From an optimization exercise on the open Yosys and OpenROAD flow, aimed at small area; shortcuts taken in it are not production practice.
Only simulation tests tie the RTL to the original design; equivalence was not proved.
Power is estimated from default activity; no workload was simulated.

## flow/constraint.sdc

```tcl
create_clock -name core_clock -period 10.0 [get_ports {CLOCK}]
set_input_delay 2.0000 -clock core_clock [delete_from_list [all_inputs] [get_ports {CLOCK}]]
set_output_delay 2.0000 -clock core_clock [all_outputs]
set_load 0.01 [all_outputs]
```

## flow/design.v

```verilog
module b15_inc #(parameter N = 8) (input [N-1:0] a, input cin, output [N-1:0] y);
  wire [N:0] c;
  assign c[0] = cin;
  genvar i;
  generate for (i = 0; i < N; i = i + 1) begin : g
    assign y[i] = a[i] ^ c[i];
    assign c[i+1] = a[i] & c[i];
  end endgenerate
endmodule
module b15_add #(parameter N = 8) (input [N-1:0] a, input [N-1:0] b, input cin, output [N-1:0] y);
  wire [N:0] c;
  assign c[0] = cin;
  genvar i;
  generate for (i = 0; i < N; i = i + 1) begin : g
    assign y[i] = a[i] ^ b[i] ^ c[i];
    assign c[i+1] = (a[i] & b[i]) | (c[i] & (a[i] ^ b[i]));
  end endgenerate
endmodule
module b15_cneg #(parameter N = 32) (input [N-1:0] a, input neg, output [N-1:0] y);
  wire [N:0] o;
  assign o[0] = 1'b0;
  genvar i;
  generate for (i = 0; i < N; i = i + 1) begin : g
    assign y[i] = a[i] ^ (neg & o[i]);
    assign o[i+1] = o[i] | a[i];
  end endgenerate
endmodule
module b15(BE_n, Address, W_R_n, D_C_n, M_IO_n, ADS_n, Datai, Datao, CLOCK, NA_n, BS16_n, READY_n, HOLD, RESET);
input CLOCK;
input RESET;
input NA_n;
input BS16_n;
input READY_n;
input HOLD;
input [31:0] Datai;
output reg [3:0] BE_n;
output [31:0] Address;
output reg W_R_n;
output reg D_C_n;
output reg M_IO_n;
output reg ADS_n;
output [31:0] Datao;
localparam [2:0] StateInit = 3'd0, StateTi = 3'd1, StateT1 = 3'd2, StateT2 = 3'd3,
                 StateT1P = 3'd4, StateTh = 3'd5, StateT2P = 3'd6, StateT2I = 3'd7;
localparam [3:0] Si = 4'd0, S1 = 4'd1, S2 = 4'd2, S3 = 4'd3, S4 = 4'd4,
                 S5 = 4'd5, S6 = 4'd6, S7 = 4'd7, S8 = 4'd8, S9 = 4'd9;
reg [29:0] Addr;           
reg [30:0] Dout;           
assign Address = {2'b00, Addr};
assign Datao = {1'b0, Dout};
reg [2:0] State;
reg [3:0] State2;
reg StateBS16;
reg [3:0] ByteEnable;
reg RequestPending, ReadRequest, MemoryFetch, CodeFetch;
reg [31:0] rEIP;
reg [31:0] EAX, EBX;
reg [31:0] IAP, PAP;       
reg [3:0] Rd, Wr;          
reg More, Flush;
reg [127:0] Qv;            
reg [15:0] Qr;             
wire [7:0] Q [0:15];       
genvar gq;
generate for (gq = 0; gq < 16; gq = gq + 1) begin : g_q
  if (gq == 13) begin : g13
    assign Q[gq] = Qr[7:0];
  end else if (gq == 14) begin : g14
    assign Q[gq] = Qr[15:8];
  end else begin : gn
    assign Q[gq] = Qv[8*gq +: 8];
  end
end endgenerate
wire T1T1P = (State == StateT1) | (State == StateT1P);
wire isT1 = (State == StateT1);
wire [29:0] addr_sh = isT1 ? rEIP[31:2] : rEIP[30:1];
wire addr_rnd = rEIP[31] & (rEIP[0] | (isT1 & rEIP[1]));
wire [29:0] addr_new;
b15_inc #(30) u_addr (.a(addr_sh), .cin(addr_rnd), .y(addr_new));
always @(posedge CLOCK, posedge RESET) begin
  if (RESET) begin
    BE_n <= 4'b0000;
    Addr <= 0;
    W_R_n <= 1'b0;
    D_C_n <= 1'b0;
    M_IO_n <= 1'b0;
    ADS_n <= 1'b0;
    State <= StateInit;
  end else begin
    case (State)
      StateInit: begin
        D_C_n <= 1'b1;
        ADS_n <= 1'b1;
        State <= StateTi;
      end
      StateTi: begin
        if (RequestPending) State <= StateT1;
        else if (HOLD) State <= StateTh;
      end
      StateT1, StateT2P: begin
        Addr <= addr_new;
        BE_n <= ByteEnable;
        M_IO_n <= MemoryFetch;
        W_R_n <= ~ReadRequest;
        D_C_n <= ~CodeFetch;
        ADS_n <= 1'b0;
        if (State == StateT1) State <= StateT2;
        else if (!READY_n) State <= StateT1P;
      end
      StateT2: begin
        if (READY_n) begin
          if (!NA_n && (RequestPending || HOLD)) State <= StateT2I;
        end else begin
          if (!HOLD) State <= RequestPending ? StateT1 : StateTi;
        end
        ADS_n <= 1'b1;
      end
      StateT1P: begin
        if (NA_n) State <= StateT2;
        else if (!HOLD && RequestPending) State <= StateT2P;
        else State <= StateT2I;
        ADS_n <= 1'b1;
      end
      StateTh: begin
        if (!HOLD) State <= RequestPending ? StateT1 : StateTi;
      end
      StateT2I: begin
        if (READY_n) begin
          if (RequestPending && !HOLD) State <= StateT2P;
        end else begin
          if (HOLD) State <= StateTh;
          else State <= RequestPending ? StateT1 : StateTi;
        end
      end
    endcase
  end
end
always @(posedge CLOCK) begin
  if (State == StateInit) StateBS16 <= 1'b1;
  else if (State == StateT2 || State == StateT1P) StateBS16 <= BS16_n;
end
always @(posedge CLOCK) begin
  case (rEIP[1:0])
    2'd0: ByteEnable <= StateBS16 ? 4'b0000 : 4'b1100;
    2'd1: ByteEnable <= StateBS16 ? 4'b0001 : 4'b1001;
    2'd2: ByteEnable <= 4'b0011;
    2'd3: ByteEnable <= 4'b0111;
  endcase
end
wire [7:0] T [0:7];
wire [7:0] R [0:4];
genvar gi;
generate
  for (gi = 0; gi < 8; gi = gi + 1) begin : g_t
    assign T[gi] = Rd[3] ? (Rd[2] ? Q[(gi + 12) % 16] : Q[(gi + 8) % 16])
                         : (Rd[2] ? Q[(gi + 4) % 16]  : Q[gi]);
  end
  for (gi = 0; gi < 5; gi = gi + 1) begin : g_r
    assign R[gi] = Rd[1] ? (Rd[0] ? T[gi + 3] : T[gi + 2])
                         : (Rd[0] ? T[gi + 1] : T[gi]);
  end
endgenerate
wire [7:0] op = R[0];
wire [7:0] q1 = R[1];
wire [7:0] q2 = R[2];
wire [7:0] q3 = R[3];
wire [7:0] q4 = R[4];
wire inS5 = (State2 == S5);
wire [4:0] d5 = {1'b0, Wr} - {1'b0, Rd};           
wire ge2 = !d5[4] && (d5[3:1] != 3'd0);
wire ge3 = !d5[4] && (d5[3:0] >= 4'd3);
wire ge5 = !d5[4] && (d5[3:0] >= 4'd5);
wire opJS  = (op == 8'hEB);
wire opJN  = (op == 8'hE9);
wire opMA  = (op == 8'hB8);
wire opMB  = (op == 8'hBB);
wire opAB  = (op == 8'h8B);    
wire opBA  = (op == 8'h89);    
wire opIN  = (op == 8'hE4);
wire opOUT = (op == 8'hE6);
wire opROL = (op == 8'hD0) | (op == 8'hC0);
wire opIA  = (op == 8'h40);
wire opIB  = (op == 8'h43);
wire jmpS = opJS & ge3;
wire jmpN = opJN & ge5;
wire jmp  = jmpS | jmpN;
wire movI = (opMA | opMB) & ge5;
wire rdy  = !READY_n;
wire wio  = (opBA | opOUT) & ge2;      
wire rio  = (opAB | opIN) & ge2;       
wire wdone = wio & T1T1P & rdy;
wire rdone = rio & rdy;
wire more_s = (opJS & !ge3) | (opJN & !ge5) | ((opMA | opMB) & !ge5) |
              ((opAB | opBA | opIN | opOUT) & !ge2);
wire keep_s = (rio & !rdy) | (wio & !(T1T1P & rdy));
wire adv1 = !(opJS | opJN | opMA | opMB | opAB | opBA | opIN | opOUT | opROL);
wire adv2 = opROL | rdone | wdone;
wire adv5 = movI;
wire [3:0] rd_adv = Rd + {1'b0, adv5, adv2, adv1 | adv5};
wire [9:0] joff_b = jmpS ? {{2{q1[7]}}, q1} : jmpN ? {2'b00, q1} : 10'd0;
wire [2:0] coff = (jmpN | adv5) ? 3'd5 : (jmpS | adv2) ? 3'd2 : adv1 ? 3'd1 : 3'd0;
wire [9:0] ioff;
b15_add #(10) u_ioff (.a(joff_b), .b({7'd0, coff}), .cin(1'b0), .y(ioff));
wire [31:0] iap_sum;
b15_add #(32) u_iap (.a(IAP), .b(inS5 ? {{22{ioff[9]}}, ioff} : 32'd0), .cin(1'b0), .y(iap_sum));
wire fill  = (State2 == S2) | (State2 == S4);
wire fill4 = (State2 == S2) & StateBS16;
wire [30:0] pap_hi;
b15_add #(31) u_pap (.a(PAP[31:1]), .b({29'd0, fill4, fill & !fill4}), .cin(1'b0), .y(pap_hi));
wire [31:0] pap_inc = {pap_hi, PAP[0]};
wire [8:0] imm_hi;
b15_inc #(9) u_imm (.a({1'b0, q4}), .cin(q3[7]), .y(imm_hi));
wire [23:0] imm_up = {imm_hi, q3[6:0], q2};
wire [7:0] db2, db3;
b15_inc #(8) u_db2 (.a(Datai[23:16]), .cin(Datai[31] & (|Datai[15:0])), .y(db2));
b15_inc #(8) u_db3 (.a(Datai[31:24]), .cin(Datai[31] & (|Datai[23:0])), .y(db3));
wire [14:0] eax_hi;
b15_inc #(15) u_eaxhi (.a(EAX[30:16]), .cin(EAX[31] & (|EAX[15:0])), .y(eax_hi));
wire [31:0] abs_src = inS5 ? EBX : pap_inc;
wire abs_neg = abs_src[31] & ((State2 == S2) | opAB);
wire [31:0] abs_out;
b15_cneg #(32) u_abs (.a(abs_src), .neg(abs_neg), .y(abs_out));
wire reip_inc2 = inS5 & !StateBS16 & rdy & (rio & opAB | wio & opBA & T1T1P);
wire [30:0] reip_hi;
b15_inc #(31) u_reip (.a(rEIP[31:1]), .cin(reip_inc2), .y(reip_hi));
wire [31:0] eax_inc, ebx_inc;
b15_inc #(32) u_eax (.a(EAX), .cin(inS5 & opIA), .y(eax_inc));
b15_inc #(32) u_ebx (.a(EBX), .cin(inS5 & opIB), .y(ebx_inc));
wire cp = (State2 == S8) & (Rd != 4'd15);
integer i;
reg [3:0] off;
reg [7:0] wdat;
reg [15:0] qwe;
reg [127:0] qwd;
always @* begin
  for (i = 0; i < 16; i = i + 1) begin
    off = i[3:0] - Wr;
    qwd[8*i +: 8] = off[1] ? (off[0] ? db3 : db2) : Datai[7:0];
    qwe[i] = (fill & (off[3:1] == 3'd0)) | (fill4 & (off[3:1] == 3'd1));
  end
end
always @(posedge CLOCK) begin
  for (i = 0; i < 16; i = i + 1)
    if (qwe[i] && i != 13 && i != 14) Qv[8*i +: 8] <= qwd[8*i +: 8];
  if (cp & !Wr[0]) Qv[7:0] <= Rd[0] ? Q[13] : Q[14];
  if (cp & Wr[0]) Qv[15:8] <= Q[14];
end
always @(posedge CLOCK, posedge RESET) begin
  if (RESET) Qr <= 16'd0;
  else begin
    if (qwe[13]) Qr[7:0] <= qwd[8*13 +: 8];
    if (qwe[14]) Qr[15:8] <= qwd[8*14 +: 8];
  end
end
always @(posedge CLOCK) begin
  case (State2)
    Si: begin
      rEIP <= 32'hFFFF0;
      ReadRequest <= 1'b1;
      MemoryFetch <= 1'b1;
      RequestPending <= 1'b1;
    end
    S1: begin
      RequestPending <= 1'b1;
      ReadRequest <= 1'b1;
      MemoryFetch <= 1'b1;
      CodeFetch <= 1'b1;
    end
    S2: begin
      RequestPending <= 1'b0;
      if (!StateBS16) rEIP <= abs_out;
    end
    S3: RequestPending <= 1'b1;
    S4: RequestPending <= 1'b0;
    S5: begin
      if (rio | wio) begin
        ReadRequest <= rio;
        MemoryFetch <= opAB | opBA;
        CodeFetch <= 1'b0;
        if (opIN | opOUT) rEIP <= {27'd0, {1'b0, Rd} + 5'd1};
        else if (reip_inc2) rEIP <= {reip_hi, rEIP[0]};
        else rEIP <= abs_out;
        if (rio) RequestPending <= !rdy;
        else RequestPending <= !(T1T1P & rdy & (opOUT | StateBS16));
      end
    end
    S6: if (rdy) RequestPending <= 1'b0;
    S9: rEIP <= PAP;
    default: ;
  endcase
end
wire s5_to_s7 = !(rd_adv < Wr) || (rd_adv >= 4'd12) || jmp || more_s || (keep_s & (Flush | More));
always @(posedge CLOCK, posedge RESET) begin
  if (RESET) begin
    State2 <= Si;
    Rd <= 0;
    Wr <= 0;
    IAP <= 0;
    PAP <= 0;
    More <= 1'b0;
    Flush <= 1'b0;
    Dout <= 0;
    EAX <= 0;
    EBX <= 0;
  end else begin
    IAP <= iap_sum;
    case (State2)
      Si: State2 <= S1;
      S1: if (rdy) State2 <= S2;
      S2: begin
        Wr <= Wr + (StateBS16 ? 4'd4 : 4'd2);
        PAP <= pap_inc;
        State2 <= StateBS16 ? S5 : S3;
      end
      S3: if (rdy) State2 <= S4;
      S4: begin
        Wr <= Wr + 4'd2;
        PAP <= pap_inc;
        State2 <= S5;
      end
      S5: begin
        Rd <= rd_adv;
        if (jmp) PAP <= iap_sum;
        Flush <= jmp | (keep_s & Flush);
        More <= more_s | (keep_s & More);
        if (movI & opMA) EAX <= {imm_up, q1};
        else if (rdone & opAB) EAX <= {1'b0, Datai[14:0], Datai[15:0]};
        else if (rdone & opIN) EAX <= Datai;
        else EAX <= eax_inc;
        if (movI & opMB) EBX <= {imm_up, Q[0]};
        else EBX <= ebx_inc;
        if (wio & T1T1P) Dout <= opBA ? {eax_hi, EAX[15:0]} : {15'd0, EAX[15:0]};
        if (s5_to_s7) State2 <= S7;
        else if (wdone & opBA & !StateBS16) State2 <= S6;
      end
      S6: if (rdy) State2 <= S5;
      S7: begin
        if (Flush) begin
          Wr <= 4'd1;
          Rd <= IAP[0] ? ((IAP[1] ^ IAP[31]) ? 4'd4 : 4'd2) : 4'd1;
          State2 <= S9;
        end else if (Rd >= 4'd13) begin
          Wr <= 4'd0;
          State2 <= S8;
        end else begin
          State2 <= S9;
        end
      end
      S8: begin
        if (Rd != 4'd15) begin
          Rd <= Rd + 4'd1;
          Wr <= Wr + 4'd1;
        end else begin
          Rd <= 4'd0;
          State2 <= S9;
        end
      end
      S9: State2 <= S1;
      default: ;
    endcase
  end
end
endmodule
```

## flow/run.sh

```bash
#!/bin/bash
# synth_recipe.tcl (not shown) runs the flow's synth.tcl, then flattens the netlist and writes it again
# the make line also repeats each setting of config.mk as NAME=value (left out here)
make -C /OpenROAD-flow-scripts/flow DESIGN_CONFIG=/design/flow/config.mk WORK_HOME=/design/flow/orfs CLKGATE_MAP_FILE= SYNTH_SCRIPT=/design/flow/synth_recipe.tcl finish
```

## flow/config.mk

```make
export PLATFORM = sky130hd
export DESIGN_NAME = b15
export DESIGN_NICKNAME = b15
export VERILOG_FILES = /design/flow/design.v
export SDC_FILE = /design/flow/constraint.sdc
export NUM_CORES = 4
export LEC_CHECK = 0
export CAP_MARGIN = 20
export CORE_MARGIN = 2
export CORE_UTILIZATION = 40
export SLEW_MARGIN = 20
```

==> summary.txt, run 1 <==
GRT
  • Maximum number of pins on one net before global-route repair: 146
  • Initial antenna violation count: 1
  • Combined global-route utilization of all metal layers: 0.244
  • Vias in the first global route: 19,397
  • Overflow left after global routing: 0
  • Wire length of the first global-routing pass: 119,000 µm

Critical path
  • Reg2reg setup slack: -5.42 ns
  • Class of the most critical setup path: reg -> reg
  • Count of buffer and inverter cells on the critical path: 3
  • Arrival time worst endpoint: 15.93 ns
  • Critical Path RT: 10.51 ns
  • Cell mode on critical path: fa_2
  • Worst Path Max Fanout: 8
  • Endpoint kind of the worst setup timing path: flip-flop
  • Maximum single-stage delay on the critical path: 0.55 ns
  • Slowest-stage cell, CP: dfrtp_4
  • Crit start category: flip-flop
  • Kind of cell adding the most delay to the critical path: adder cells

Place
  • Routability congestion estimate: 0.935
  • Post-detailed-placement cell area: 28,400 µm²
  • DP HPWL: 60,800 µm
  • Number of port buffers: 106

Route
  • Average vias per placed instance: 5.60
  • Routed wirelength normalized by instance count: 22.4 µm
  • Initial drt markers: 1,564
  • Vias: 19,549
  • Drc violations: 0
  • Sum of routed wire length over all layers: 78,300 µm
  • Pre-antenna DRT Iters: 5
  • Detail Route Antenna Nets: 0

Floorplan
  • Starting utilization of the core area: 0.406
  • Floorplan die height: 255 µm
  • # rows: 91
  • Core area: 61,900 µm²
  • IO Count: 110
  • Area of the die: 64,800 µm²
  • Width of the die: 255 µm

Cells and area
  • Final standard cell area without fillers: 30,400 µm²
  • Layout net count: 2,917
  • Area delta synth->final: 20.8%
  • Final Core Density: 0.490
  • Area used by multi-input combinational logic: 14,100 µm²
  • Diodes inserted: 0
  • Fill count: 5,655
  • Fraction of layout cells with a size suffix above 1: 0.220
  • Area of all sequential standard cells: 10,300 µm²

CTS
  • CTS tree: built
  • Latest clock arrival within the worst-skew pair: 0.61 ns
  • Clock edge transition at the registers on the reported setup and hold paths: 0.06 ns
  • Largest buffer count on any clock path: 3
  • Number of H-tree levels: 2
  • Clock buffer count from CTS: 45
  • Root buffer cell: clkbuf_16
  • Hold Buf Count CTS: 0
  • Clock sink count: 383

Timing
  • Least-Margin Pin Slew: 1.11 ns
  • Peak clock frequency supported by timing: 64.8 MHz
  • Final count of hold timing violations: 0
  • Final max-slew violation count: 0
  • Ratio of final minimum period to clock period: 1.54
  • Clock period minus worst slack: 15.42 ns
  • Setup repair after global routing missed its margin: true
  • Setup tns final: -90.05 ns
  • Setup violations, final: 31
  • Worst rel slew slack: 0.256
  • Worst clock skew on the final layout: 0.0539 ns
  • Smallest setup slack after layout: -5.42 ns

Synth
  • Async S/R FF share, synth: 0.601
  • Simple-gate share of the synthesized area: 0.116
  • Mux cell area share after synthesis: 0.150
  • Main combinational cell family by area after synthesis: multiplexers
  • Share of synthesized cell area in full adder, half adder and majority cells: 0.140
  • Largest area contributor in the synthesized netlist: dfrtp_1
  • Synth Area per Inst: 10.5 µm²
  • Sequential-to-total area share from yosys stat: 0.410
  • Synth Flop Type: dfrtp_1
  • Commonest cells post-synth: nand2_1 (284), dfrtp_1 (230), ha_1 (223)
  • Post-synthesis xor/xnor area fraction: 0.0192
  • Number of synthesis warnings: 1
  • Cell area after synthesis: 25,100 µm²
  • Share of the synthesized area in compound gates (AO/OA/AOI/OAI): 0.124
  • Post-synth cell types: 87
  • Cell count after synthesis: 2,388
  • Post-synth EDFFs: 148
  • Top cell type's share of synthesized area: 0.229
  • Synthesized flop and latch total: 383
  • Most frequent cell after synthesis: nand2_1
  • Largest cells by area after synthesis: dfrtp_1 (23%), edfxtp_1 (18%), ha_1 (11%)

Pwr
  • Switching power summed over all nets: 0.00420 W
  • Leakage: 13.5 nW
  • Power density over the cells: 323 nW/µm²
  • Sequential power share: 0.261
  • Relative contribution of combinational cells to total power: 0.557
  • Sw Share: 0.428
  • Worst IR drop on VDD: 0.197 mV
  • Internal Power: 0.00561 W
  • PnR Total Power: 0.00981 W
  • Fraction of power consumed by the clock network: 0.182

Run status
  • Result of the run: failed layout checks
  • Checks that blocked a clean result: setup timing

Worst hold path
  • Class of the tightest hold or removal check: reg -> reg

Run
  • Max-cap check violation count: 0
[layer usage]
layer / part of all wire / track usage / routed length (µm) / vias to the layer above
met5: 0 / 0 / 0 / -
met4: 0.029 / 0.0717 / 2310 / 0
met3: 0.054 / 0.0305 / 4210 / 98
met2: 0.46 / 0.396 / 36200 / 581
met1: 0.45 / 0.341 / 35600 / 9719
li1: - / - / - / 9151
[worst paths after layout]
check	startpoint	endpoint	cells past startpoint
max	Rd[3]$_DFFE_PP0P_	PAP[31]$_DFFE_PP0P_	48
min	ReadRequest$_SDFFCE_PN1P_	W_R_n$_DFFE_PP0N_	1
max reg2reg	Rd[3]$_DFFE_PP0P_	PAP[31]$_DFFE_PP0P_	48
min reg2reg	ReadRequest$_SDFFCE_PN1P_	W_R_n$_DFFE_PP0N_	1
max in group asynchronous	RESET	Rd[2]$_DFFE_PP0P_	3
min in group asynchronous	RESET	Dout[6]$_DFFE_PP0P_	2
[through the flow]
stage	instances	hold slack, ns	setup WS, ns
after floorplan	2390	0.398	-5.03
after global placement	3392	0.417	-5.65
after detailed placement	3392	0.417	-5.67
after CTS	3484	0.428	-5.51
after global routing	3494	0.457	-5.94
final	3494	0.425	-5.42
[cells in the final DEF (no fill, tap or decap), types with 11 or more instances in the layout]
cell	instances
a21oi_1	182
a221o_1	16
a221oi_1	18
a22oi_1	17
a31oi_1	13
and2_1	13
and3_1	18
buf_4	201
buf_6	15
clkbuf_16	46
clkbuf_8	13
clkdlybuf4s50_1	106
dfrtp_1	226
edfxtp_1	148
fa_2	31
ha_1	221
inv_1	75
inv_2	18
mux2_1	11
mux2_2	105
mux2i_1	102
mux4_2	63
nand2_1	282
nand2b_1	11
nand3_1	16
nor2_1	210
nor2b_1	12
nor3_1	21
nor4_1	20
o21ai_0	113
o21ai_1	23
o22a_1	17
xnor2_1	17
xor2_1	36
[power by group through the flow]
stage	clock network (W)	registers, W	logic (W)
after global routing	0.00188	0.00261	0.00591
after detailed placement	0	0.00258	0.00530
after CTS	0.00182	0.00256	0.00539
after global placement	0	0.00257	0.00524
after floorplan	0	0.00251	0.00320
final	0.00178	0.00256	0.00547
[flip-flops by register name (all words and copies together), names as in the netlist, 4 cells and up]
name        flops
Rd              4
IAP            32
EAX            32
rEIP           32
BE_n            4
Dout           31
Qv            112
ByteEnable      4
PAP            32
State2          4
Qr             16
Addr           30
Wr              4
EBX            32
[repair_timing]
| item | in CTS | in global routing |
|---|---|---|
| setup endpoints to repair | 31 | 33 |
| pin swaps | 16 | 16 |
| gates cloned | 1 | 0 |
| buffers inserted | 7 | 12 |
| resized for setup | 35 | 20 |
[kinds of logic (layout without fill, tap and decap cells)]
| group | Yosys count | in the layout |
|---|---|---|
| buf+inv | 247 | 514 |
| fa+ha+maj | 259 | 259 |
| mux | 282 | 282 |
| other cells | 1 | 3 |
| simple gates | 655 | 655 |
| flops | 383 | 383 |
| xor+xnor | 55 | 55 |
| compound gates | 506 | 506 |
[area by class of cell]
cell class | instances | area share
Sequential cell | 383 | 0.340
Tap cell | 837 | 0.0345
Clock buffer | 65 | 0.0446
Clock inverter | 19 | 0.00911
Multi-Input combinational cell | 1760 | 0.464
Timing Repair Buffer | 330 | 0.0956
Inverter | 100 | 0.0129
==> run 2: changes to the inputs <==
--- a/flow/design.v
+++ b/flow/design.v
@@ -16,6 +16,40 @@
     assign c[i+1] = (a[i] & b[i]) | (c[i] & (a[i] ^ b[i]));
   end endgenerate
 endmodule
+module b15_incf #(parameter N = 32, parameter B = 8) (input [N-1:0] a, input cin, output [N-1:0] y);
+  localparam NB = (N + B - 1) / B;
+  wire [NB:0] bc;
+  assign bc[0] = cin;
+  genvar k, i;
+  generate for (k = 0; k < NB; k = k + 1) begin : gb
+    localparam LO = k * B;
+    localparam HI = (LO + B < N) ? LO + B - 1 : N - 1;
+    wire [HI-LO+1:0] c;
+    assign c[0] = bc[k];
+    for (i = 0; i <= HI - LO; i = i + 1) begin : gi
+      assign y[LO+i] = a[LO+i] ^ c[i];
+      assign c[i+1] = a[LO+i] & c[i];
+    end
+    assign bc[k+1] = bc[k] & (&a[HI:LO]);
+  end endgenerate
+endmodule
+module b15_cnegf #(parameter N = 32, parameter B = 8) (input [N-1:0] a, input neg, output [N-1:0] y);
+  localparam NB = (N + B - 1) / B;
+  wire [NB:0] bo;
+  assign bo[0] = 1'b0;
+  genvar k, i;
+  generate for (k = 0; k < NB; k = k + 1) begin : gb
+    localparam LO = k * B;
+    localparam HI = (LO + B < N) ? LO + B - 1 : N - 1;
+    wire [HI-LO+1:0] o;
+    assign o[0] = bo[k];
+    for (i = 0; i <= HI - LO; i = i + 1) begin : gi
+      assign y[LO+i] = a[LO+i] ^ (neg & o[i]);
+      assign o[i+1] = o[i] | a[LO+i];
+    end
+    assign bo[k+1] = bo[k] | (|a[HI:LO]);
+  end endgenerate
+endmodule
 module b15_cneg #(parameter N = 32) (input [N-1:0] a, input neg, output [N-1:0] y);
   wire [N:0] o;
   assign o[0] = 1'b0;
@@ -76,7 +110,7 @@
 wire [29:0] addr_sh = isT1 ? rEIP[31:2] : rEIP[30:1];
 wire addr_rnd = rEIP[31] & (rEIP[0] | (isT1 & rEIP[1]));
 wire [29:0] addr_new;
-b15_inc #(30) u_addr (.a(addr_sh), .cin(addr_rnd), .y(addr_new));
+b15_incf #(30) u_addr (.a(addr_sh), .cin(addr_rnd), .y(addr_new));
 always @(posedge CLOCK, posedge RESET) begin
   if (RESET) begin
     BE_n <= 4'b0000;
@@ -197,17 +231,20 @@
 wire adv2 = opROL | rdone | wdone;
 wire adv5 = movI;
 wire [3:0] rd_adv = Rd + {1'b0, adv5, adv2, adv1 | adv5};
-wire [9:0] joff_b = jmpS ? {{2{q1[7]}}, q1} : jmpN ? {2'b00, q1} : 10'd0;
+wire [9:0] joff = jmpS ? {{2{q1[7]}}, q1} : jmpN ? {2'b00, q1} : 10'd0;
 wire [2:0] coff = (jmpN | adv5) ? 3'd5 : (jmpS | adv2) ? 3'd2 : adv1 ? 3'd1 : 3'd0;
-wire [9:0] ioff;
-b15_add #(10) u_ioff (.a(joff_b), .b({7'd0, coff}), .cin(1'b0), .y(ioff));
-wire [31:0] iap_sum;
-b15_add #(32) u_iap (.a(IAP), .b(inS5 ? {{22{ioff[9]}}, ioff} : 32'd0), .cin(1'b0), .y(iap_sum));
+wire [11:0] ioff = inS5 ? ({{2{joff[9]}}, joff} + {9'd0, coff}) : 12'd0;
+wire [11:0] iap_lo = {2'b00, IAP[9:0]} + ioff;
+wire iap_s = ioff[11];
+wire [21:0] iap_hi;
+b15_incf #(22) u_iaph (.a(IAP[31:10] ^ {22{iap_s}}), .cin(iap_lo[10]), .y(iap_hi));
+wire [31:0] iap_sum = {iap_hi ^ {22{iap_s}}, iap_lo[9:0]};
 wire fill  = (State2 == S2) | (State2 == S4);
 wire fill4 = (State2 == S2) & StateBS16;
-wire [30:0] pap_hi;
-b15_add #(31) u_pap (.a(PAP[31:1]), .b({29'd0, fill4, fill & !fill4}), .cin(1'b0), .y(pap_hi));
-wire [31:0] pap_inc = {pap_hi, PAP[0]};
+wire fill2 = fill & !fill4;
+wire [29:0] pap_hi;
+b15_incf #(30) u_pap (.a(PAP[31:2]), .cin(fill4 | (fill2 & PAP[1])), .y(pap_hi));
+wire [31:0] pap_inc = {pap_hi, PAP[1] ^ fill2, PAP[0]};
 wire [8:0] imm_hi;
 b15_inc #(9) u_imm (.a({1'b0, q4}), .cin(q3[7]), .y(imm_hi));
 wire [23:0] imm_up = {imm_hi, q3[6:0], q2};
@@ -219,23 +256,29 @@
 wire [31:0] abs_src = inS5 ? EBX : pap_inc;
 wire abs_neg = abs_src[31] & ((State2 == S2) | opAB);
 wire [31:0] abs_out;
-b15_cneg #(32) u_abs (.a(abs_src), .neg(abs_neg), .y(abs_out));
+b15_cnegf #(32) u_abs (.a(abs_src), .neg(abs_neg), .y(abs_out));
 wire reip_inc2 = inS5 & !StateBS16 & rdy & (rio & opAB | wio & opBA & T1T1P);
 wire [30:0] reip_hi;
-b15_inc #(31) u_reip (.a(rEIP[31:1]), .cin(reip_inc2), .y(reip_hi));
+b15_incf #(31) u_reip (.a(rEIP[31:1]), .cin(reip_inc2), .y(reip_hi));
 wire [31:0] eax_inc, ebx_inc;
-b15_inc #(32) u_eax (.a(EAX), .cin(inS5 & opIA), .y(eax_inc));
-b15_inc #(32) u_ebx (.a(EBX), .cin(inS5 & opIB), .y(ebx_inc));
+b15_incf #(32) u_eax (.a(EAX), .cin(inS5 & opIA), .y(eax_inc));
+b15_incf #(32) u_ebx (.a(EBX), .cin(inS5 & opIB), .y(ebx_inc));
 wire cp = (State2 == S8) & (Rd != 4'd15);
 integer i;
 reg [3:0] off;
 reg [7:0] wdat;
 reg [15:0] qwe;
 reg [127:0] qwd;
+reg [7:0] wbus [0:3];
+reg [1:0] boff;
 always @* begin
+  for (i = 0; i < 4; i = i + 1) begin
+    boff = i[1:0] - Wr[1:0];
+    wbus[i] = boff[1] ? (boff[0] ? db3 : db2) : Datai[7:0];
+  end
   for (i = 0; i < 16; i = i + 1) begin
     off = i[3:0] - Wr;
-    qwd[8*i +: 8] = off[1] ? (off[0] ? db3 : db2) : Datai[7:0];
+    qwd[8*i +: 8] = wbus[i % 4];
     qwe[i] = (fill & (off[3:1] == 3'd0)) | (fill4 & (off[3:1] == 3'd1));
   end
 end
@@ -253,6 +296,7 @@
   end
 end
 always @(posedge CLOCK) begin
+  rEIP <= {reip_hi, rEIP[0]};     
   case (State2)
     Si: begin
       rEIP <= 32'hFFFF0;
@@ -278,8 +322,7 @@
         MemoryFetch <= opAB | opBA;
         CodeFetch <= 1'b0;
         if (opIN | opOUT) rEIP <= {27'd0, {1'b0, Rd} + 5'd1};
-        else if (reip_inc2) rEIP <= {reip_hi, rEIP[0]};
-        else rEIP <= abs_out;
+        else if (!reip_inc2) rEIP <= abs_out;
         if (rio) RequestPending <= !rdy;
         else RequestPending <= !(T1T1P & rdy & (opOUT | StateBS16));
       end
--- a/flow/config.mk
+++ b/flow/config.mk
@@ -7,5 +7,6 @@
 export LEC_CHECK = 0
 export CAP_MARGIN = 20
 export CORE_MARGIN = 2
-export CORE_UTILIZATION = 40
+export CORE_UTILIZATION = 65
+export PLACE_DENSITY = 0.75
 export SLEW_MARGIN = 20
==> run 2 against run 1 <==
Effect of this change:
- now clean on timing, DRC and antenna
- non-clock buffer count down 180
- final cell count down 8.8%
- setup slack better by 6.6 ns
- sequential power up 2%
- critical path type unchanged
==> summary.txt, run 2 <==
Cells and area
  • Largest register FFs: 112
  • Area of all sequential standard cells: 10000 µm²
  • Leading cell types in the layout, fill and taps excluded: nand2_1 (379), ha_1 (234), dfrtp_1 (227)
  • Register with the highest flop count: Qv
  • Area used by multi-input combinational logic: 14,700 µm²
  • Fill count: 2,766
  • Layout net count: 2,912
  • Area delta synth->final: 11.3%
  • Diodes inserted: 0
  • Most common library cell in the layout ignoring fill and taps: nand2_1
  • Fraction of layout cells with a size suffix above 1: 0.110

CTS
  • Clock sink count: 383
  • CTS tree: built
  • Post-CTS setup buffer count: 0
  • Largest buffer count on any clock path: 3
  • Gates resized, CTS repair: 0
  • Root buffer cell: clkbuf_16
  • Clock buffer count from CTS: 42
  • Latest clock arrival within the worst-skew pair: 0.59 ns
  • Hold Buf Count CTS: 0
  • Number of H-tree levels: 2
  • Clock edge transition at the registers on the reported setup and hold paths: 0.06 ns

Synth
  • Synth Flop Type: dfrtp_1
  • Main combinational cell family by area after synthesis: simple AND/OR/NAND/NOR gates
  • Synthesized flop and latch total: 383
  • Share of the synthesized area in compound gates (AO/OA/AOI/OAI): 0.134
  • Share of synthesized cell area in full adder, half adder and majority cells: 0.119
  • Post-synthesis xor/xnor area fraction: 0.0383
  • Cell area after synthesis: 25,600 µm²
  • Most frequent cell after synthesis: nand2_1
  • Largest area contributor in the synthesized netlist: dfrtp_1
  • Largest cells by area after synthesis: dfrtp_1 (22%), edfxtp_1 (14%), ha_1 (11%)
  • Synth Area per Inst: 9.87 µm²
  • Async S/R FF share, synth: 0.601
  • Post-synth EDFFs: 117
  • Cell count after synthesis: 2,595
  • Simple-gate share of the synthesized area: 0.148
  • Top cell type's share of synthesized area: 0.225
  • Post-synth cell types: 82
  • Number of synthesis warnings: 2
  • Sequential-to-total area share from yosys stat: 0.390
  • Commonest cells post-synth: nand2_1 (380), ha_1 (235), dfrtp_1 (230)
  • Mux cell area share after synthesis: 0.134

Timing
  • Ratio of final minimum period to clock period: 0.880
  • Worst clock skew on the final layout: 0.0185 ns
  • Final max-slew violation count: 0
  • Setup tns final: 0 ns
  • Fin Hold WS: 0.416 ns
  • Peak clock frequency supported by timing: 114 MHz
  • Clock period minus worst slack: 8.80 ns
  • Worst rel slew slack: 0.191
  • Final count of hold timing violations: 0
  • Least-Margin Pin Slew: 1.21 ns
  • Setup repair after global routing missed its margin: false
  • Setup violations, final: 0

GRT
  • Vias in the first global route: 20,792
  • Overflow left after global routing: 0
  • Wire length of the first global-routing pass: 120,000 µm
  • Initial antenna violation count: 1
  • Maximum number of pins on one net before global-route repair: 113
  • Combined global-route utilization of all metal layers: 0.381

Place
  • DP HPWL: 57,600 µm
  • Number of port buffers: 106
  • Routability congestion estimate: 0.997

Floorplan
  • IO Count: 110
  • Floorplan die height: 202 µm
  • Width of the die: 202 µm
  • Starting utilization of the core area: 0.661
  • Area of the die: 41,000 µm²
  • # rows: 72
  • Core area: 38,700 µm²

Route
  • Routed wirelength normalized by instance count: 24.3 µm
  • Vias: 21,335
  • Pre-antenna DRT Iters: 7
  • Initial drt markers: 2,384
  • Average vias per placed instance: 6.70
  • Detail Route Antenna Nets: 0
  • Sum of routed wire length over all layers: 77,400 µm
  • Drc violations: 0

Worst hold path
  • Class of the tightest hold or removal check: reg -> reg

Critical path
  • Slowest-stage cell, CP: dfrtp_4
  • Critical Path RT: 10.47 ns
  • Maximum single-stage delay on the critical path: 0.82 ns
  • Arrival time worst endpoint: 9.27 ns
  • Worst Path Max Fanout: 36
  • Crit start category: flip-flop
  • Count of buffer and inverter cells on the critical path: 2
  • Class of the most critical setup path: reg -> reg
  • Kind of cell adding the most delay to the critical path: compound AO/OA/AOI/OAI gates
  • Cell mode on critical path: ha_1
  • Endpoint kind of the worst setup timing path: flip-flop
  • Reg2reg setup slack: 1.20 ns

Pwr
  • Leakage: 12.6 nW
  • PnR Total Power: 0.00882 W
  • Worst IR drop on VDD: 0.197 mV
  • Power density over the cells: 309 nW/µm²

Run
  • Max-cap check violation count: 0

Run status
  • Result of the run: no timing/DRC/antenna violations
run 2: worst paths after layout:
path | depth (start not counted) | start | to
max | 32 | Rd[2]$_DFFE_PP0P_ | PAP[24]$_DFFE_PP0P_
max in group asynchronous | 3 | RESET | Rd[2]$_DFFE_PP0P_
min | 1 | CodeFetch$_DFFE_PP_ | D_C_n$_DFFE_PP0P_
min reg2reg | 1 | CodeFetch$_DFFE_PP_ | D_C_n$_DFFE_PP0P_
max reg2reg | 32 | Rd[2]$_DFFE_PP0P_ | PAP[24]$_DFFE_PP0P_
min in group asynchronous | 2 | RESET | PAP[27]$_DFFE_PP0P_
run 2: kinds of logic (layout without fill, tap and decap cells):
kind of cell	Yosys count	count (layout)
XOR/XNOR	112	112
adder cells (fa/ha/maj)	240	240
multiplexers	246	246
buffers and inverters	232	302
AO/OA/AOI/OAI	542	542
flip-flops	383	383
other	1	3
AND/OR/NAND/NOR	839	839
run 2: through the flow:
step                      utilization  worst slack [ns]  area, µm²  instances
after floorplan                     -              1.70      25600       2597
after global placement          0.699              1.59      27100       3107
after detailed placement        0.699              1.38      27100       3107
after CTS                       0.735              1.32      28500       3184
after global routing            0.736             0.630      28500       3185
final                           0.736              1.20      28500       3185
run 2: where the power goes:
part / switching [W] / total, W / internal (W) / leakage, nW
combinational: 0.00281 / 0.00462 / 0.00181 / 7.63
clock: 0.000668 / 0.00159 / 0.000924 / 0.688
sequential: 0.000505 / 0.00261 / 0.00211 / 4.23
total: 0.00398 / 0.00882 / 0.00483 / 12.6
run 2: layout make-up:
type | instances | share of cell area
Inverter | 75 | 0.0102
Clock inverter | 20 | 0.00737
Sequential cell | 383 | 0.351
Multi-Input combinational cell | 1982 | 0.517
Timing Repair Buffer | 150 | 0.0499
Clock buffer | 57 | 0.0420
Tap cell | 518 | 0.0227
run 2: layer usage:
layer,GRT usage,wire (µm),share of wire
met1,0.491,29800,0.39
met5,0,14,0.00018
met2,0.621,36300,0.47
met3,0.0693,6730,0.087
met4,0.189,4510,0.058
==> run 3: changes to the inputs <==
--- a/flow/config.mk
+++ b/flow/config.mk
@@ -7,6 +7,9 @@
 export LEC_CHECK = 0
 export CAP_MARGIN = 20
 export CORE_MARGIN = 2
-export CORE_UTILIZATION = 65
-export PLACE_DENSITY = 0.75
+export CORE_UTILIZATION = 75
+export CTS_BUF_LIST = sky130_fd_sc_hd__clkbuf_16
+export CTS_CLUSTER_DIAMETER = 80
+export CTS_CLUSTER_SIZE = 30
+export PLACE_DENSITY = 0.85
 export SLEW_MARGIN = 20
==> run 3 against run 2 <==
Effect of this change:
- still clean
- die area down 13%
- worst hold slack better by 0.024 ns
- first-iteration DRC count grew 27%
- sequential share of layout area up 1.1 points
- combinational power is essentially flat
- largest power group unchanged
==> summary.txt, run 3 <==
Synth
  • Most frequent cell after synthesis: nand2_1
  • Synth Area per Inst: 9.87 µm²
  • Post-synth EDFFs: 117
  • Post-synth cell types: 82
  • Cell area after synthesis: 25,600 µm²
  • Synthesized flop and latch total: 383
  • Sequential-to-total area share from yosys stat: 0.390
  • Top cell type's share of synthesized area: 0.225
  • Largest cells by area after synthesis: dfrtp_1 (22%), edfxtp_1 (14%), ha_1 (11%)
  • Cell count after synthesis: 2,595
  • Async S/R FF share, synth: 0.601
  • Number of synthesis warnings: 2
  • Synth Flop Type: dfrtp_1
  • Largest area contributor in the synthesized netlist: dfrtp_1
  • Commonest cells post-synth: nand2_1 (380), ha_1 (235), dfrtp_1 (230)

Floorplan
  • Starting utilization of the core area: 0.762
  • Floorplan die height: 189 µm
  • Core area: 33,600 µm²
  • Width of the die: 189 µm
  • Area of the die: 35,600 µm²
  • IO Count: 110
  • # rows: 67

Timing
  • Setup tns final: 0 ns
  • Worst rel slew slack: 0.222
  • Setup repair after global routing missed its margin: false
  • Clock period minus worst slack: 9.10 ns
  • Final max-slew violation count: 0
  • Smallest setup slack after layout: 0.900 ns
  • Ratio of final minimum period to clock period: 0.910
  • Setup violations, final: 0
  • Worst clock skew on the final layout: 0.0308 ns
  • Final count of hold timing violations: 0
  • Fin Hold WS: 0.441 ns
  • Peak clock frequency supported by timing: 110 MHz
  • Least-Margin Pin Slew: 1.16 ns

Cells and area
  • Most common library cell in the layout ignoring fill and taps: nand2_1
  • Diodes inserted: 0
  • Fraction of layout cells with a size suffix above 1: 0.0974
  • Leading cell types in the layout, fill and taps excluded: nand2_1 (379), ha_1 (235), dfrtp_1 (227)
  • Layout net count: 2,882
  • Register with the highest flop count: Qv
  • Area delta synth->final: 8.01%
  • Largest register FFs: 112

Pwr
  • Relative contribution of combinational cells to total power: 0.560
  • Sequential power share: 0.319
  • Fraction of power consumed by the clock network: 0.121
  • Switching power summed over all nets: 0.00396 W
  • Internal Power: 0.00431 W
  • Power density over the cells: 299 nW/µm²
  • Sw Share: 0.479
  • Worst IR drop on VDD: 0.319 mV
  • Leakage: 12.2 nW

Route
  • Routed wirelength normalized by instance count: 25.3 µm
  • Vias: 21,785
  • Average vias per placed instance: 7.11
  • Drc violations: 0
  • Sum of routed wire length over all layers: 77,600 µm
  • Detail Route Antenna Nets: 0
  • Initial drt markers: 3,038
  • Pre-antenna DRT Iters: 7

CTS
  • Clock sink count: 383
  • Latest clock arrival within the worst-skew pair: 0.57 ns
  • Post-CTS setup buffer count: 0
  • CTS tree: built
  • Clock edge transition at the registers on the reported setup and hold paths: 0.11 ns
  • Largest buffer count on any clock path: 3
  • Number of H-tree levels: 1
  • Root buffer cell: clkbuf_16
  • Clock buffer count from CTS: 20
  • Hold Buf Count CTS: 0
  • Gates resized, CTS repair: 0

Worst hold path
  • Class of the tightest hold or removal check: reg -> reg
  • Launch instance of the worst min-delay path: CodeFetch$_DFFE_PP_

Place
  • DP HPWL: 57,400 µm
  • Routability congestion estimate: 1.01
  • Worst setup timing slack at the placement stage: 1.17 ns
  • Number of port buffers: 106

Critical path
  • Worst Path Max Fanout: 34
  • Crit start category: flip-flop
  • Cell mode on critical path: ha_1
  • Timing startpoint of the critical path: Rd[3]$_DFFE_PP0P_
  • Critical Path RT: 10.44 ns
  • Startpoint of the lowest-slack register-to-register path: Rd[3]$_DFFE_PP0P_
  • Class of the most critical setup path: reg -> reg
  • Maximum single-stage delay on the critical path: 0.97 ns
  • Endpoint kind of the worst setup timing path: flip-flop
  • Arrival time worst endpoint: 9.54 ns
  • Slowest-stage cell, CP: dfrtp_2

GRT
  • Maximum number of pins on one net before global-route repair: 110
  • Initial antenna violation count: 0
  • Combined global-route utilization of all metal layers: 0.435
  • Overflow left after global routing: 0
  • Vias in the first global route: 21,312
  • Wire length of the first global-routing pass: 120,000 µm

Run status
  • Result of the run: no timing/DRC/antenna violations

Run
  • Max-cap check violation count: 0
==> run 3: cell counts after synthesis <==
No cell type changed its count.
==> run 3: area by class of cell <==
class	count	area, µm²
clock buffers	21	526
clock inverters	14	178
fillers	1942	5960
inverters	75	290
multi-input cells	1982	14800
flip-flops and latches	383	10000
well taps	448	561
repair buffers	142	1340
==> run 3: layer usage <==
metal	share of wire	global-route usage	wire, µm
met2	0.47	0.715	36500
met1	0.35	0.537	27300
met5	0	0	0
met4	0.074	0.273	5750
met3	0.10	0.0758	8040
==> run 3: through the flow <==
step,area [µm²],utilization,instances,total power (W)
global placement,26900,0.801,3030,0.00687
global route,27700,0.823,3065,0.00867
CTS,27700,0.823,3065,0.00810
finish,27700,0.823,3065,0.00828
detailed placement,26900,0.802,3030,0.00707
floorplan,25600,-,2597,0.00558
==> run 3: worst max-delay path: cells and delay by family (launching register included) <==
family	cells	cell delay, ns
DFF	1	0.97
adders and majority gates	9	2.04
and+or+nand+nor	5	0.82
AOI/OAI and AO/OA	12	3.47
buffers and inverters	2	0.50
xor gates and xnor gates	2	0.32
muxes	2	0.83
==> run 3: final timing paths <==
kind                       depth (start not counted)  slack, ns             endpoint
hold reg to reg                                    1       0.44    D_C_n$_DFFE_PP0P_
min in group asynchronous                          2       1.96    IAP[27]$_DFF_PP0_
hold / removal                                     1       0.44    D_C_n$_DFFE_PP0P_
setup reg to reg                                  32       0.90  PAP[24]$_DFFE_PP0P_
max in group asynchronous                          3       6.39    Rd[2]$_DFFE_PP0P_
setup / recovery                                  32       0.90  PAP[24]$_DFFE_PP0P_
==> run 3: kinds of logic (layout without fill, tap and decap cells) <==
group,count (synthesis),count (layout),share of synthesized area
DFF,383,383,0.390
other,1,3,0.000146
muxes,246,246,0.134
and+or+nand+nor,839,839,0.148
xor gates and xnor gates,112,112,0.0383
buffers and inverters,232,252,0.0371
adders and majority gates,240,240,0.119
AOI/OAI and AO/OA,542,542,0.134
==> run 3: power by group through the flow <==
stage / Combinational [W] / Sequential [W] / Clock [W]
final: 0.00463 / 0.00264 / 0.00101
after global routing: 0.00493 / 0.00269 / 0.00105
after CTS: 0.00447 / 0.00262 / 0.00100
after detailed placement: 0.00442 / 0.00265 / 0
after global placement: 0.00426 / 0.00261 / 0
after floorplan: 0.00318 / 0.00240 / 0
==> run 4: changes to the inputs <==
--- a/flow/config.mk
+++ b/flow/config.mk
@@ -8,8 +8,8 @@
 export CAP_MARGIN = 20
 export CORE_MARGIN = 2
 export CORE_UTILIZATION = 75
-export CTS_BUF_LIST = sky130_fd_sc_hd__clkbuf_16
-export CTS_CLUSTER_DIAMETER = 80
-export CTS_CLUSTER_SIZE = 30
+export CTS_BUF_LIST = sky130_fd_sc_hd__clkbuf_8
+export CTS_CLUSTER_DIAMETER = 50
+export CTS_CLUSTER_SIZE = 16
 export PLACE_DENSITY = 0.85
 export SLEW_MARGIN = 20
==> run 4 against run 3 <==
Effect of this change:
- worst hold slack got worse by 0.0044 ns
- via count rose by 0.86%
- setup slack improved by 0.064 ns
- critical endpoint unchanged
- largest cell class unchanged
==> summary.txt, run 4 <==
Run status
  • Result of the run: no timing/DRC/antenna violations

Timing
  • Peak clock frequency supported by timing: 111 MHz
  • Clock period minus worst slack: 9.04 ns
  • Final max-slew violation count: 0
  • Worst clock skew on the final layout: 0.0509 ns
  • Setup repair after global routing missed its margin: false
  • Final count of hold timing violations: 0
  • Worst rel slew slack: 0.181
  • Setup violations, final: 0
  • Setup tns final: 0 ns
  • Least-Margin Pin Slew: 1.22 ns
  • Fin Hold WS: 0.436 ns
  • Ratio of final minimum period to clock period: 0.904

Cells and area
  • Fraction of layout cells with a size suffix above 1: 0.110
  • Area delta synth->final: 8.94%
  • Register with the highest flop count: Qv
  • Layout net count: 2,902
  • Fill count: 1,912
  • Most common library cell in the layout ignoring fill and taps: nand2_1
  • Leading cell types in the layout, fill and taps excluded: nand2_1 (379), ha_1 (235), dfrtp_1 (227)
  • Largest register FFs: 112

Synth
  • Number of synthesis warnings: 2
  • Post-synth EDFFs: 117
  • Largest area contributor in the synthesized netlist: dfrtp_1
  • Post-synth cell types: 82
  • Most frequent cell after synthesis: nand2_1
  • Cell area after synthesis: 25,600 µm²
  • Synth Area per Inst: 9.87 µm²
  • Cell count after synthesis: 2,595
  • Sequential-to-total area share from yosys stat: 0.390
  • Synthesized flop and latch total: 383
  • Top cell type's share of synthesized area: 0.225
  • Commonest cells post-synth: nand2_1 (380), ha_1 (235), dfrtp_1 (230)
  • Synth Flop Type: dfrtp_1
  • Async S/R FF share, synth: 0.601
  • Largest cells by area after synthesis: dfrtp_1 (22%), edfxtp_1 (14%), ha_1 (11%)

Critical path
  • Critical Path RT: 10.50 ns
  • Startpoint of the lowest-slack register-to-register path: Rd[3]$_DFFE_PP0P_
  • Slowest-stage cell, CP: dfrtp_2
  • Crit start category: flip-flop
  • Cells on worst reg2reg path: 32
  • Arrival time worst endpoint: 9.54 ns
  • Class of the most critical setup path: reg -> reg
  • Maximum single-stage delay on the critical path: 0.94 ns
  • R2R Path End: PAP[24]$_DFFE_PP0P_
  • Worst Path Max Fanout: 34
  • Reg2reg setup slack: 0.96 ns
  • Cell mode on critical path: ha_1
  • Endpoint kind of the worst setup timing path: flip-flop

CTS
  • CTS tree: built
  • Hold Buf Count CTS: 0
  • Number of H-tree levels: 2
  • Latest clock arrival within the worst-skew pair: 0.66 ns
  • Largest buffer count on any clock path: 3
  • Clock sink count: 383
  • Root buffer cell: clkbuf_8
  • Gates resized, CTS repair: 0
  • Clock buffer count from CTS: 40
  • Post-CTS setup buffer count: 0
  • Clock edge transition at the registers on the reported setup and hold paths: 0.10 ns

GRT
  • Overflow left after global routing: 0
  • Maximum number of pins on one net before global-route repair: 110
  • Vias in the first global route: 21,500
  • Wire length of the first global-routing pass: 122,000 µm
  • Initial antenna violation count: 2
  • Combined global-route utilization of all metal layers: 0.445

Floorplan
  • Starting utilization of the core area: 0.762
  • Floorplan die height: 189 µm
  • Width of the die: 189 µm
  • Core area: 33,600 µm²
  • IO Count: 110
  • # rows: 67
  • Area of the die: 35,600 µm²

Pwr
  • Leakage: 12.3 nW
  • Worst IR drop on VDD: 0.257 mV
  • Power density over the cells: 305 nW/µm²

Worst hold path
  • Class of the tightest hold or removal check: reg -> reg
  • Worst Hold Endpoint: D_C_n$_DFFE_PP0P_
  • Worst hold path depth: 1
  • Launch instance of the worst min-delay path: CodeFetch$_DFFE_PP_

Route
  • Pre-antenna DRT Iters: 6
  • Routed wirelength normalized by instance count: 25.5 µm
  • Detail Route Antenna Nets: 0
  • Average vias per placed instance: 7.08
  • Drc violations: 0
  • Sum of routed wire length over all layers: 79,100 µm
  • Initial drt markers: 2,955
  • Vias: 21,972

Place
  • Number of port buffers: 106
  • Routability congestion estimate: 1.01
  • DP HPWL: 57,400 µm

Run
  • Max-cap check violation count: 0
## run 4: cell types whose count changed in the layout (fill, tap and decap cells not counted), sizes merged
cell	delta
bufinv	+3
clkbuf	+27
clkinvlp	+1
diode	+1
inv	+8
## run 4: worst max path at each step
stage / startpoint / end / slack, ns
floorplan: RESET / ADS_n$_DFFE_PP0P_ / 1.70
global placement: Rd[3]$_DFFE_PP0P_ / PAP[24]$_DFFE_PP0P_ / 1.51
detailed placement: Rd[3]$_DFFE_PP0P_ / PAP[24]$_DFFE_PP0P_ / 1.17
CTS: Rd[3]$_DFFE_PP0P_ / PAP[24]$_DFFE_PP0P_ / 1.11
global route: Rd[3]$_DFFE_PP0P_ / PAP[24]$_DFFE_PP0P_ / 0.49
finish: Rd[3]$_DFFE_PP0P_ / PAP[24]$_DFFE_PP0P_ / 0.96
## run 4: cells by family after synthesis
| kind of cell | share of synthesized area |
|---|---|
| AO/OA/AOI/OAI | 0.134 |
| XOR/XNOR | 0.0383 |
| adder cells (fa/ha/maj) | 0.119 |
| buffers and inverters | 0.0371 |
| flip-flops | 0.390 |
| multiplexers | 0.134 |
| other | 0.000146 |
| AND/OR/NAND/NOR | 0.148 |
## run 4: metrics by stage
stage                     std cells  instance area [µm²]  worst slack, ns   util  power (W)
final                          3105                27900            0.964  0.830    0.00850
after global placement         3030                26900             1.51  0.801    0.00687
after detailed placement       3030                26900             1.17  0.802    0.00707
after floorplan                2597                25600             1.70      -    0.00558
after CTS                      3104                27900             1.11  0.830    0.00829
after global routing           3104                27900            0.490  0.830    0.00888
## run 4: layout make-up
class                      count  area [µm²]  share of cell area
multi-input combinational   1982       14800               0.529
sequential                   383       10000               0.358
timing repair buffer         142        1340              0.0482
clock buffer                  48         661              0.0237
tap                          448         561              0.0201
inverter                      75         290              0.0104
clock inverter                26         278             0.00996
antenna                        1        2.50           0.0000897
## run 4: power breakdown
group,internal (W),switching [W],total (W)
combinational,0.00180,0.00286,0.00466
clock,0.000546,0.000651,0.00120
sequential,0.00210,0.000540,0.00264
## run 4: layer usage
metal	up-vias	part of all wire	GRT usage	wire [µm]
li1	9548	-	-	-
met1	10429	0.36	0.547	28200
met2	1599	0.47	0.729	37100
met3	394	0.10	0.0879	8160
met4	2	0.070	0.270	5570
met5	-	0.00016	0	13
## run 4: critical path: cells and delay by family (launching register included)
family	cells	cell delay, ns
flip-flops	1	0.94
AND/OR/NAND/NOR	5	0.84
AO/OA/AOI/OAI	12	3.41
multiplexers	2	0.83
XOR/XNOR	2	0.33
adder cells (fa/ha/maj)	9	2.02
buffers and inverters	2	0.50
==> run 5: changes to the inputs <==
==> flow/flow/run.sh (new file) <==
#!/bin/bash
set -euo pipefail
export BUFFER_PORTS_ARGS="-buffer_cell sky130_fd_sc_hd__buf_1"
export CTS_ARGS="-sink_clustering_enable -repair_clock_nets -dont_use_dummy_load -buf_list sky130_fd_sc_hd__clkbuf_16 -sink_clustering_size 20 -sink_clustering_max_diameter 60"
export RECOVER_POWER=100
bash standard.sh > standard.log 2>&1
==> flow/standard.sh (new file) <==
#!/bin/bash
# synth_recipe.tcl (not shown) runs the flow's synth.tcl, then flattens the netlist and writes it again
# the make line also repeats each setting of config.mk as NAME=value (left out here)
make -C /OpenROAD-flow-scripts/flow DESIGN_CONFIG=/design/flow/config.mk WORK_HOME=/design/flow/orfs CLKGATE_MAP_FILE= SYNTH_SCRIPT=/design/flow/synth_recipe.tcl "${@:-finish}"
--- a/flow/config.mk
+++ b/flow/config.mk
@@ -8,8 +8,5 @@
 export CAP_MARGIN = 20
 export CORE_MARGIN = 2
 export CORE_UTILIZATION = 75
-export CTS_BUF_LIST = sky130_fd_sc_hd__clkbuf_8
-export CTS_CLUSTER_DIAMETER = 50
-export CTS_CLUSTER_SIZE = 16
 export PLACE_DENSITY = 0.85
 export SLEW_MARGIN = 20
removed: flow/run.sh
==> run 5 against run 4 <==
Effect of this change:
- the layout now fails its checks (capacitance limit, slew limit)
- worst hold slack got worse by 0.010 ns
- register-to-register slack got worse by 0.099 ns
- global-route usage down 0.077 points
- setup slack got worse by 0.099 ns
- count of clock-buffer cells in the layout is 17 lower
- first-iteration DRC count down 3.7%
- sequential power about the same
- via count up 0.30%
- flip-flop and latch count stayed put
- final cell count fell by 1.3%
- critical endpoint is now PAP[25]$_DFFE_PP0P_
==> summary.txt, run 5 <==
CTS
  • Post-CTS setup buffer count: 0
  • Number of H-tree levels: 1
  • Clock buffer count from CTS: 31
  • CTS tree: built
  • Clock sink count: 383
  • Gates resized, CTS repair: 0
  • Hold Buf Count CTS: 0
  • Clock edge transition at the registers on the reported setup and hold paths: 0.06 ns
  • Largest buffer count on any clock path: 3
  • Latest clock arrival within the worst-skew pair: 0.61 ns
  • Root buffer cell: clkbuf_16

Route
  • Initial drt markers: 2,845
  • Vias: 22,037
  • Detail Route Antenna Nets: 0
  • Highest layer used for signal routing: met4
  • Sum of routed wire length over all layers: 79,500 µm
  • Drc violations: 0
  • Average vias per placed instance: 7.19
  • Routed wirelength normalized by instance count: 25.9 µm
  • Routed wl met3: 8100 µm
  • Pre-antenna DRT Iters: 8
  • Met1 wire length: 28,400 µm
  • Detailed-routed wire length on met2: 37,300 µm

Cells and area
  • Finished Layout Cells: 3,064
  • Diodes inserted: 0
  • Final Core Density: 0.802
  • Final standard cell area without fillers: 27,000 µm²
  • Most common library cell in the layout ignoring fill and taps: nand2_1
  • Fraction of layout cells with a size suffix above 1: 0.0841
  • Largest register FFs: 112
  • Leading cell types in the layout, fill and taps excluded: nand2_1 (379), ha_1 (235), dfrtp_1 (227)
  • Area delta synth->final: 5.30%
  • Layout net count: 2,896
  • Register with the highest flop count: Qv

Synth
  • Top cell type's share of synthesized area: 0.225
  • Post-synth EDFFs: 117
  • Number of synthesis warnings: 2
  • Sequential-to-total area share from yosys stat: 0.390
  • Synthesized flop and latch total: 383
  • Async S/R FF share, synth: 0.601
  • Most frequent cell after synthesis: nand2_1
  • Synth Flop Type: dfrtp_1
  • Cell area after synthesis: 25,600 µm²
  • Cell count after synthesis: 2,595
  • Synth Area per Inst: 9.87 µm²
  • Largest area contributor in the synthesized netlist: dfrtp_1
  • Post-synth cell types: 82
  • Commonest cells post-synth: nand2_1 (380), ha_1 (235), dfrtp_1 (230)
  • Largest cells by area after synthesis: dfrtp_1 (22%), edfxtp_1 (14%), ha_1 (11%)

Critical path
  • Crit start category: flip-flop
  • Slowest-stage cell, CP: dfrtp_4
  • Endpoint kind of the worst setup timing path: flip-flop
  • Critical Path RT: 10.47 ns
  • Arrival time worst endpoint: 9.60 ns
  • Cell mode on critical path: ha_1
  • Maximum single-stage delay on the critical path: 0.93 ns
  • Class of the most critical setup path: reg -> reg
  • Worst Path Max Fanout: 49

Place
  • Routability congestion estimate: 1.01
  • DP HPWL: 59,000 µm
  • Number of port buffers: 106
  • Post-detailed-placement cell area: 26,300 µm²
  • Cells after DPL: 3,033

Timing
  • Setup violations, final: 0
  • Fin Hold WS: 0.426 ns
  • Least-Margin Pin Slew: 3.99 ns
  • Setup tns final: 0 ns
  • Clock period minus worst slack: 9.13 ns
  • Final count of hold timing violations: 0
  • Setup repair after global routing missed its margin: false
  • Peak clock frequency supported by timing: 109 MHz
  • Ratio of final minimum period to clock period: 0.913
  • Worst clock skew on the final layout: 0.0456 ns
  • Final max-slew violation count: 365
  • Worst rel slew slack: -1.66

Floorplan
  • Core area: 33,600 µm²
  • Starting utilization of the core area: 0.762
  • IO Count: 110
  • # rows: 67
  • Floorplan die height: 189 µm
  • Width of the die: 189 µm
  • Area of the die: 35,600 µm²

Pwr
  • Fraction of power consumed by the clock network: 0.131
  • Worst IR drop on VDD: 0.256 mV
  • Switching power summed over all nets: 0.00396 W
  • Sw Share: 0.477
  • Leakage: 11.9 nW
  • Relative contribution of combinational cells to total power: 0.547
  • Power density over the cells: 308 nW/µm²
  • Sequential power share: 0.322
  • Internal Power: 0.00434 W

GRT
  • Overflow left after global routing: 0
  • Maximum number of pins on one net before global-route repair: 91
  • Vias in the first global route: 21,572
  • Initial antenna violation count: 0
  • Wire length of the first global-routing pass: 123,000 µm
  • Combined global-route utilization of all metal layers: 0.444

Run status
  • Checks that blocked a clean result: capacitance limit, slew limit
  • Result of the run: failed layout checks

Worst hold path
  • Class of the tightest hold or removal check: reg -> reg

Run
  • Max-cap check violation count: 6
==> run 5: cell counts after synthesis <==
Identical to the previous run, type by type.
==> run 5: path summary, 6_finish.rpt <==
| path | from | endpoint | slack (ns) | cells past startpoint |
|---|---|---|---|---|
| max | Rd[2]$_DFFE_PP0P_ | PAP[25]$_DFFE_PP0P_ | 0.87 | 33 |
| min | ReadRequest$_SDFFCE_PN1P_ | W_R_n$_DFFE_PP0N_ | 0.43 | 1 |
| max reg2reg | Rd[2]$_DFFE_PP0P_ | PAP[25]$_DFFE_PP0P_ | 0.87 | 33 |
| min reg2reg | ReadRequest$_SDFFCE_PN1P_ | W_R_n$_DFFE_PP0N_ | 0.43 | 1 |
| max in group asynchronous | RESET | Rd[2]$_DFFE_PP0P_ | 1.95 | 3 |
| min in group asynchronous | RESET | IAP[23]$_DFF_PP0_ | 2.53 | 2 |
==> run 5: power by group through the flow <==
stage / registers [W] / clock network [W] / logic (W)
after CTS: 0.00264 / 0.00108 / 0.00440
after floorplan: 0.00240 / 0 / 0.00318
final: 0.00267 / 0.00109 / 0.00454
after global routing: 0.00271 / 0.00113 / 0.00484
after detailed placement: 0.00266 / 0 / 0.00434
after global placement: 0.00262 / 0 / 0.00419
==> run 5: worst max-delay path, delay by kind of cell (launching register included) <==
| family | cells | cell delay (ns) |
|---|---|---|
| XOR/XNOR | 2 | 0.36 |
| adder cells (fa/ha/maj) | 9 | 2.02 |
| AO/OA/AOI/OAI | 13 | 3.56 |
| AND/OR/NAND/NOR | 5 | 0.78 |
| multiplexers | 2 | 0.74 |
| buffers and inverters | 2 | 0.65 |
| flip-flops | 1 | 0.93 |
==> run 5: routing by layer <==
metal	vias to the layer above	global-route usage
li1	9504	-
met1	10523	0.546
met2	1616	0.733
met3	394	0.0885
met4	0	0.256
met5	-	0
==> run 5: final cells by class <==
class	count	area, µm²
Timing Repair Buffer	145	662
Sequential cell	383	10000
Clock buffer	31	776
Inverter	75	284
Tap cell	448	561
Multi-Input combinational cell	1982	14700
Fill cell	2076	6650
==> run 5: cell families (layout without fill, tap and decap cells) <==
kind of cell               Yosys count  count (layout)  synth area share
adders and majority gates          240             240             0.119
DFF                                383             383             0.390
AOI/OAI and AO/OA                  542             542             0.134
and+or+nand+nor                    839             839             0.148
xor gates and xnor gates           112             112            0.0383
buffers and inverters              232             251            0.0371
other                                1               3          0.000146
muxes                              246             246             0.134
==> run 5: through the flow <==
stage          total power [W]  setup WS, ns
6_report               0.00829         0.865
5_1_grt                0.00868         0.350
4_1_cts                0.00812          1.31
3_5_place_dp           0.00700          1.34
3_3_place_gp           0.00681          1.58
2_1_floorplan          0.00558          1.70

afterwards: timing with drivers on the ports:
The results above use ideal ports. As a check the final layouts listed here were re-extracted and re-timed, cells and wires unchanged.
Step 1 sets driving cells, clkbuf_16 on the clock port and buf_2 on the other inputs (assumed; they add their load-dependent delay and slew).
Step 2 moves the port delays by t, midway between the first and last clock arrival at a register: inputs arrive t later, outputs are due t later. That takes back most of the time a late clock gives input paths.
a / b / c = ideal ports / drivers / drivers and shift; a / b = the first two.
| run | t, ns | setup slack, ns | clock arrival spread, ns |
|---|---|---|---|
| run 1 | 0.644 | -5.422 / -5.422 / -5.668 | 0.054 / 0.054 |
| run 2 | 0.637 | 1.195 / 1.195 / 1.195 | 0.019 / 0.019 |
| run 3 | 0.611 | 0.900 / 0.900 / 0.900 | 0.031 / 0.031 |
| run 4 | 0.684 | 0.964 / 0.964 / 0.964 | 0.051 / 0.050 |
| run 5 | 0.639 | 0.865 / 0.865 / 0.865 | 0.049 / 0.049 |
For run 1, which loses most, drivers alone change the setup slack by 0.000 ns; drivers and shift together by -0.246 ns.
